From an optimization exercise on the open Yosys and OpenROAD flow, aimed at small area; shortcuts taken in it are not production practice. Only simulation tests tie the RTL to the original design; equivalence was not proved. The flow treats the clock pin as an ideal source, which a real chip does not have. No activity file was given, so power comes from the tool's default toggle rates.

// top
module top(reset, clk, ps2clk, ps2data, hsync, vsync, red, green, blue);
Settings: LEC_CHECK=0, CAP_MARGIN=0, CORE_MARGIN=2, CORE_UTILIZATION=70, GPL_TIMING_DRIVEN=0, SLEW_MARGIN=0; clock period 40.0 ns.
standard.sh (not shown) runs the stock make flow with config.mk's settings and CLKGATE_MAP_FILE= SYNTH_SCRIPT=/design/flow/synth_recipe.tcl, a recipe that flattens the netlist after the stock synthesis.
==> flow/flow/run.sh <==
#!/bin/bash
# Own layout flow: the standard flow with
#  - area-oriented ABC scripts in synthesis, the smallest result kept
#    (flow/synth.tcl, flow/area*.abc),
#    with adders left to ABC (no ORFS adder or Kogge-Stone carry mapping),
#  - the smallest buffer on every port,
#  - clock tree synthesis without dummy loads, then clock buffers shrunk
#    where the clock pin slew allows (flow/resize_clk.tcl).
set -euo pipefail
W=$PWD
export AREA_ABC_SCRIPTS="$W/flow/area1.abc $W/flow/area2.abc $W/flow/area3.abc $W/flow/area4.abc"
export FLOW_SYNTH_TCL=$W/synth_recipe.tcl
export SYNTH_OPERATIONS_ARGS="-noshare"
export BUFFER_PORTS_ARGS="-buffer_cell sky130_fd_sc_hd__buf_1"
export CTS_ARGS="-sink_clustering_enable -repair_clock_nets -dont_use_dummy_load -buf_list sky130_fd_sc_hd__clkbuf_8 -sink_clustering_size 25 -sink_clustering_max_diameter 60"
bash standard.sh SYNTH_SCRIPT=$W/flow/synth.tcl ADDER_MAP_FILE= synth > $W/synth.log 2>&1
bash standard.sh SYNTH_SCRIPT=$W/flow/synth.tcl ADDER_MAP_FILE= cts > $W/cts.log 2>&1
export RESULTS=$W/orfs/results/$FLOW_PLATFORM/top/base
openroad -no_init -exit $W/flow/resize_clk.tcl > $W/resize_clk.log 2>&1
bash standard.sh SYNTH_SCRIPT=$W/flow/synth.tcl ADDER_MAP_FILE= finish > $W/layout.log 2>&1
Other scripts of this flow, unchanged in this note and not shown: flow/flow/area1.abc, flow/flow/area2.abc, flow/flow/area3.abc, flow/flow/area4.abc, flow/flow/resize_clk.tcl, flow/flow/synth.tcl
==> next run, changes <==
Settings changed: GPL_TIMING_DRIVEN 0 to default.
The changed run finished with timing, DRC and antenna clean; routed wire length is about the same; total power goes down by 1.6%; clock-buffer cell count stays the same.
==> next run, changes <==
Settings changed: CAP_MARGIN 0 to 20, SLEW_MARGIN 0 to 20.
What happened: Final cell count stays the same. Global-route usage goes up by 0.16 points. Die area is unchanged. Wire length climbs by 0.45%. Worst setup slack stays flat. Clock-buffer cell count is unchanged. Total power goes up by 0.58%. First-iteration DRC count fell by 29%. Area after synthesis does not change. Sequential power barely changes.
==> next run, changes <==
Settings changed: CORE_UTILIZATION 70 to 85.
Result: Worst setup slack gets worse by 0.35 ns; flip-flop and latch count does not change; routed wire length rises by 48%; final area hardly moves.


## yarrow
top, a different RTL version from the one above (not shown whole).
For scale: ~460 cells after synthesis, about 15 I/O pins, about 4900 um^2 of cells after synthesis.
==> flow/config.mk <==
export PLATFORM = sky130hd
export DESIGN_NAME = top
export DESIGN_NICKNAME = top
export VERILOG_FILES = /design/flow/design.v
export SDC_FILE = /design/flow/constraint.sdc
export NUM_CORES = 4
export LEC_CHECK = 0
export CAP_MARGIN = 20
export CORE_MARGIN = 2
export CORE_UTILIZATION = 70
export SLEW_MARGIN = 20
==> flow/constraint.sdc <==
create_clock -name core_clock -period 40.0 [get_ports {clk}]
set_input_delay 8.0000 -clock core_clock [delete_from_list [all_inputs] [get_ports {clk}]]
set_output_delay 8.0000 -clock core_clock [all_outputs]
set_load 0.01 [all_outputs]
==> flow/flow/run.sh <==
#!/bin/bash
# Own layout flow: the standard flow with
#  - an area-oriented ABC script in synthesis (flow/synth.tcl, flow/area.abc),
#  - the smallest buffer on every port,
#  - clock tree synthesis without dummy loads.
set -euo pipefail
W=$PWD
export AREA_ABC_SCRIPT=$W/flow/area.abc
export FLOW_SYNTH_TCL=$W/synth_recipe.tcl
export BUFFER_PORTS_ARGS="-buffer_cell sky130_fd_sc_hd__buf_1"
export CTS_ARGS="-sink_clustering_enable -repair_clock_nets -dont_use_dummy_load -buf_list sky130_fd_sc_hd__clkbuf_8 -sink_clustering_size 25 -sink_clustering_max_diameter 60"
bash standard.sh SYNTH_SCRIPT=$W/flow/synth.tcl synth > $W/synth.log 2>&1
bash standard.sh SYNTH_SCRIPT=$W/flow/synth.tcl finish > $W/layout.log 2>&1
==> flow/flow/area.abc <==
strash
&get -n
&fraig -x
&put
scorr
dc2
strash
&get -n
&deepsyn -T 30
&put
strash
&get -n
&dch -f
&nf -a
&put
topo
dnsize
==> flow/flow/synth.tcl <==
# synth_recipe.tcl with an area-oriented ABC script for the technology mapping.
proc abc {args} {
  set new {}
  set i 0
  while {$i < [llength $args]} {
    set a [lindex $args $i]
    if {$a eq "-script"} {
      lappend new -script $::env(AREA_ABC_SCRIPT)
      incr i 2
    } elseif {$a eq "-D"} {
      lappend new -D 40000
      incr i 2
    } else {
      lappend new $a
      incr i
    }
  }
  yosys abc {*}$new
}
source $::env(FLOW_SYNTH_TCL)
Setup changes, yarrow to amber
# yarrow
export LEC_CHECK = 0
export CAP_MARGIN = 20
export CORE_MARGIN = 2
export CORE_UTILIZATION = 70
export SLEW_MARGIN = 20
create_clock -name core_clock -period 40.0 [get_ports {clk}]
# amber
export LEC_CHECK = 0
export CAP_MARGIN = 20
export CORE_MARGIN = 2
export CORE_UTILIZATION = 70
export CTS_BUF_LIST = sky130_fd_sc_hd__clkbuf_4 sky130_fd_sc_hd__clkbuf_8
export SLEW_MARGIN = 20
create_clock -name core_clock -period 40.0 [get_ports {clk}]
==> flow/run.sh (new file) <==
#!/bin/bash
# synth_recipe.tcl (not shown) runs the flow's synth.tcl, then flattens the netlist and writes it again
# the make line also repeats each setting of config.mk as NAME=value (left out here)
make -C /OpenROAD-flow-scripts/flow DESIGN_CONFIG=/design/flow/config.mk WORK_HOME=/design/flow/orfs CLKGATE_MAP_FILE= SYNTH_SCRIPT=/design/flow/synth_recipe.tcl finish
removed: flow/flow/run.sh
removed: flow/flow/area.abc
removed: flow/flow/synth.tcl
removed: flow/standard.sh
## What came out
~same insertion delay of the later-clocked pin in the worst-skew pair in amber and yarrow. Every run in the comparison, amber and yarrow, completed the flow with a clean layout. Compared with yarrow, routed length on met2 in amber increased by more than 10%. yarrow → amber: first-iteration DRC count rose by 3; cell total after placement grew by 17%; number of nets in the finished design went up; initial cell density of the core shrank by 1.1 points. The leading cell type in the layout, fill and taps excluded comes out sky130_fd_sc_hd__dfrtp_1 in one run and sky130_fd_sc_hd__nand2_1 in the other, namely in yarrow and amber respectively. amber reports its cell group occupying the most layout area as multi-input gates while yarrow reports registers. For the design area, amber came in about 12% higher than yarrow did. Taking yarrow as the reference, in amber clock power went up by about 26%; final core utilization shows a reduction of 0.71 points.
The inputs of xenon differ from those of amber as listed below.
# amber
export LEC_CHECK = 0
export CAP_MARGIN = 20
export CORE_MARGIN = 2
export CORE_UTILIZATION = 70
export CTS_BUF_LIST = sky130_fd_sc_hd__clkbuf_4 sky130_fd_sc_hd__clkbuf_8
export SLEW_MARGIN = 20
create_clock -name core_clock -period 40.0 [get_ports {clk}]
# xenon
export LEC_CHECK = 0
export CAP_MARGIN = 20
export CORE_MARGIN = 2
export CORE_UTILIZATION = 70
export SLEW_MARGIN = 20
create_clock -name core_clock -period 40.0 [get_ports {clk}]
==> flow/flow/run.sh (new file) <==
#!/bin/bash
# Own layout flow: the standard flow with
#  - an area-oriented ABC script in synthesis (flow/synth.tcl, flow/area.abc),
#  - the smallest buffer on every port,
#  - clock tree synthesis without dummy loads.
set -euo pipefail
W=$PWD
export AREA_ABC_SCRIPT=$W/flow/area.abc
export FLOW_SYNTH_TCL=$W/synth_recipe.tcl
export BUFFER_PORTS_ARGS="-buffer_cell sky130_fd_sc_hd__buf_1"
export CTS_ARGS="-sink_clustering_enable -repair_clock_nets -dont_use_dummy_load -buf_list sky130_fd_sc_hd__clkbuf_8 -sink_clustering_size 50 -sink_clustering_max_diameter 200"
bash standard.sh SYNTH_SCRIPT=$W/flow/synth.tcl synth > $W/synth.log 2>&1
bash standard.sh SYNTH_SCRIPT=$W/flow/synth.tcl finish > $W/layout.log 2>&1
==> flow/flow/area.abc (new file) <==
strash
&get -n
&fraig -x
&put
scorr
dc2
strash
&get -n
&deepsyn -T 30
&put
strash
&get -n
&dch -f
&nf -a
&put
topo
dnsize
==> flow/flow/synth.tcl (new file) <==
# synth_recipe.tcl with an area-oriented ABC script for the technology mapping.
proc abc {args} {
  set new {}
  set i 0
  while {$i < [llength $args]} {
    set a [lindex $args $i]
    if {$a eq "-script"} {
      lappend new -script $::env(AREA_ABC_SCRIPT)
      incr i 2
    } elseif {$a eq "-D"} {
      lappend new -D 40000
      incr i 2
    } else {
      lappend new $a
      incr i
    }
  }
  yosys abc {*}$new
}
source $::env(FLOW_SYNTH_TCL)
==> flow/standard.sh (new file) <==
#!/bin/bash
# synth_recipe.tcl (not shown) runs the flow's synth.tcl, then flattens the netlist and writes it again
# the make line also repeats each setting of config.mk as NAME=value (left out here)
make -C /OpenROAD-flow-scripts/flow DESIGN_CONFIG=/design/flow/config.mk WORK_HOME=/design/flow/orfs CLKGATE_MAP_FILE= SYNTH_SCRIPT=/design/flow/synth_recipe.tcl "${@:-finish}"
removed: flow/run.sh
## What came out
- xenon vs amber, most frequent standard cell in the layout excluding fill and tap cells: sky130_fd_sc_hd__dfrtp_1 vs sky130_fd_sc_hd__nand2_1
- Final clock period utilization by the worst path for xenon: 0.78 points down relative to amber
- For the number of clock buffer instances in the layout, xenon came in 2 lower than amber did.
- Multi-input combinational gate total, amber and xenon: lower on xenon
- Cell type taking the most area: multi-input gates -> amber, registers -> xenon
- Per the comparison of xenon with amber, layout cell share with drive strength beyond 1 lost 7.8 points; wire length on met3 lost 33%; area growth from synthesis to layout lost 0.62 points; total power lost about 8%.
- Between xenon and amber, it is xenon whose critical path depth in cells is higher, by 3.
- On via count, amber loses to xenon.

separate check: timing with driven ports:
Ports are ideal in the flow. The routed layouts listed here were re-timed in OpenROAD. Step 1 assumes that a clkbuf_16 drives the clock port and a buf_2 every other input. Step 2 moves the port delays by t, midway between the first and last clock arrival at a register: inputs arrive t later, outputs are due t later. That takes back most of the time a late clock gives input paths. Slacks: ideal ports / drivers / drivers and shift; pairs: ideal ports / drivers.
run | t (ns) | setup WS [ns] | hold WS [ns] | worst data-port slew with drivers (ns) | pins driven straight from the clock port
the first run of note 1 | 0.548 | 27.082 / 27.054 / 27.602 | 0.484 / 0.484 / 0.484 | 0.03 | 1
the second run of note 1 | 0.502 | 27.518 / 27.491 / 27.992 | 0.460 / 0.460 / 0.460 | 0.03 | 1
the third run of note 1 | 0.520 | 27.520 / 27.491 / 28.011 | 0.467 / 0.467 / 0.467 | 0.03 | 1
the fourth run of note 1 | 0.593 | 27.172 / 27.143 / 27.736 | 0.490 / 0.490 / 0.490 | 0.04 | 1
yarrow | 0.381 | 27.218 / 27.188 / 27.569 | 0.487 / 0.487 / 0.487 | 0.03 | 1
amber | 0.401 | 26.907 / 26.875 / 27.277 | 0.499 / 0.499 / 0.499 | 0.03 | 1
xenon | 0.381 | 27.218 / 27.188 / 27.569 | 0.487 / 0.487 / 0.487 | 0.03 | 1
After both steps setup and hold are still met in every run listed.
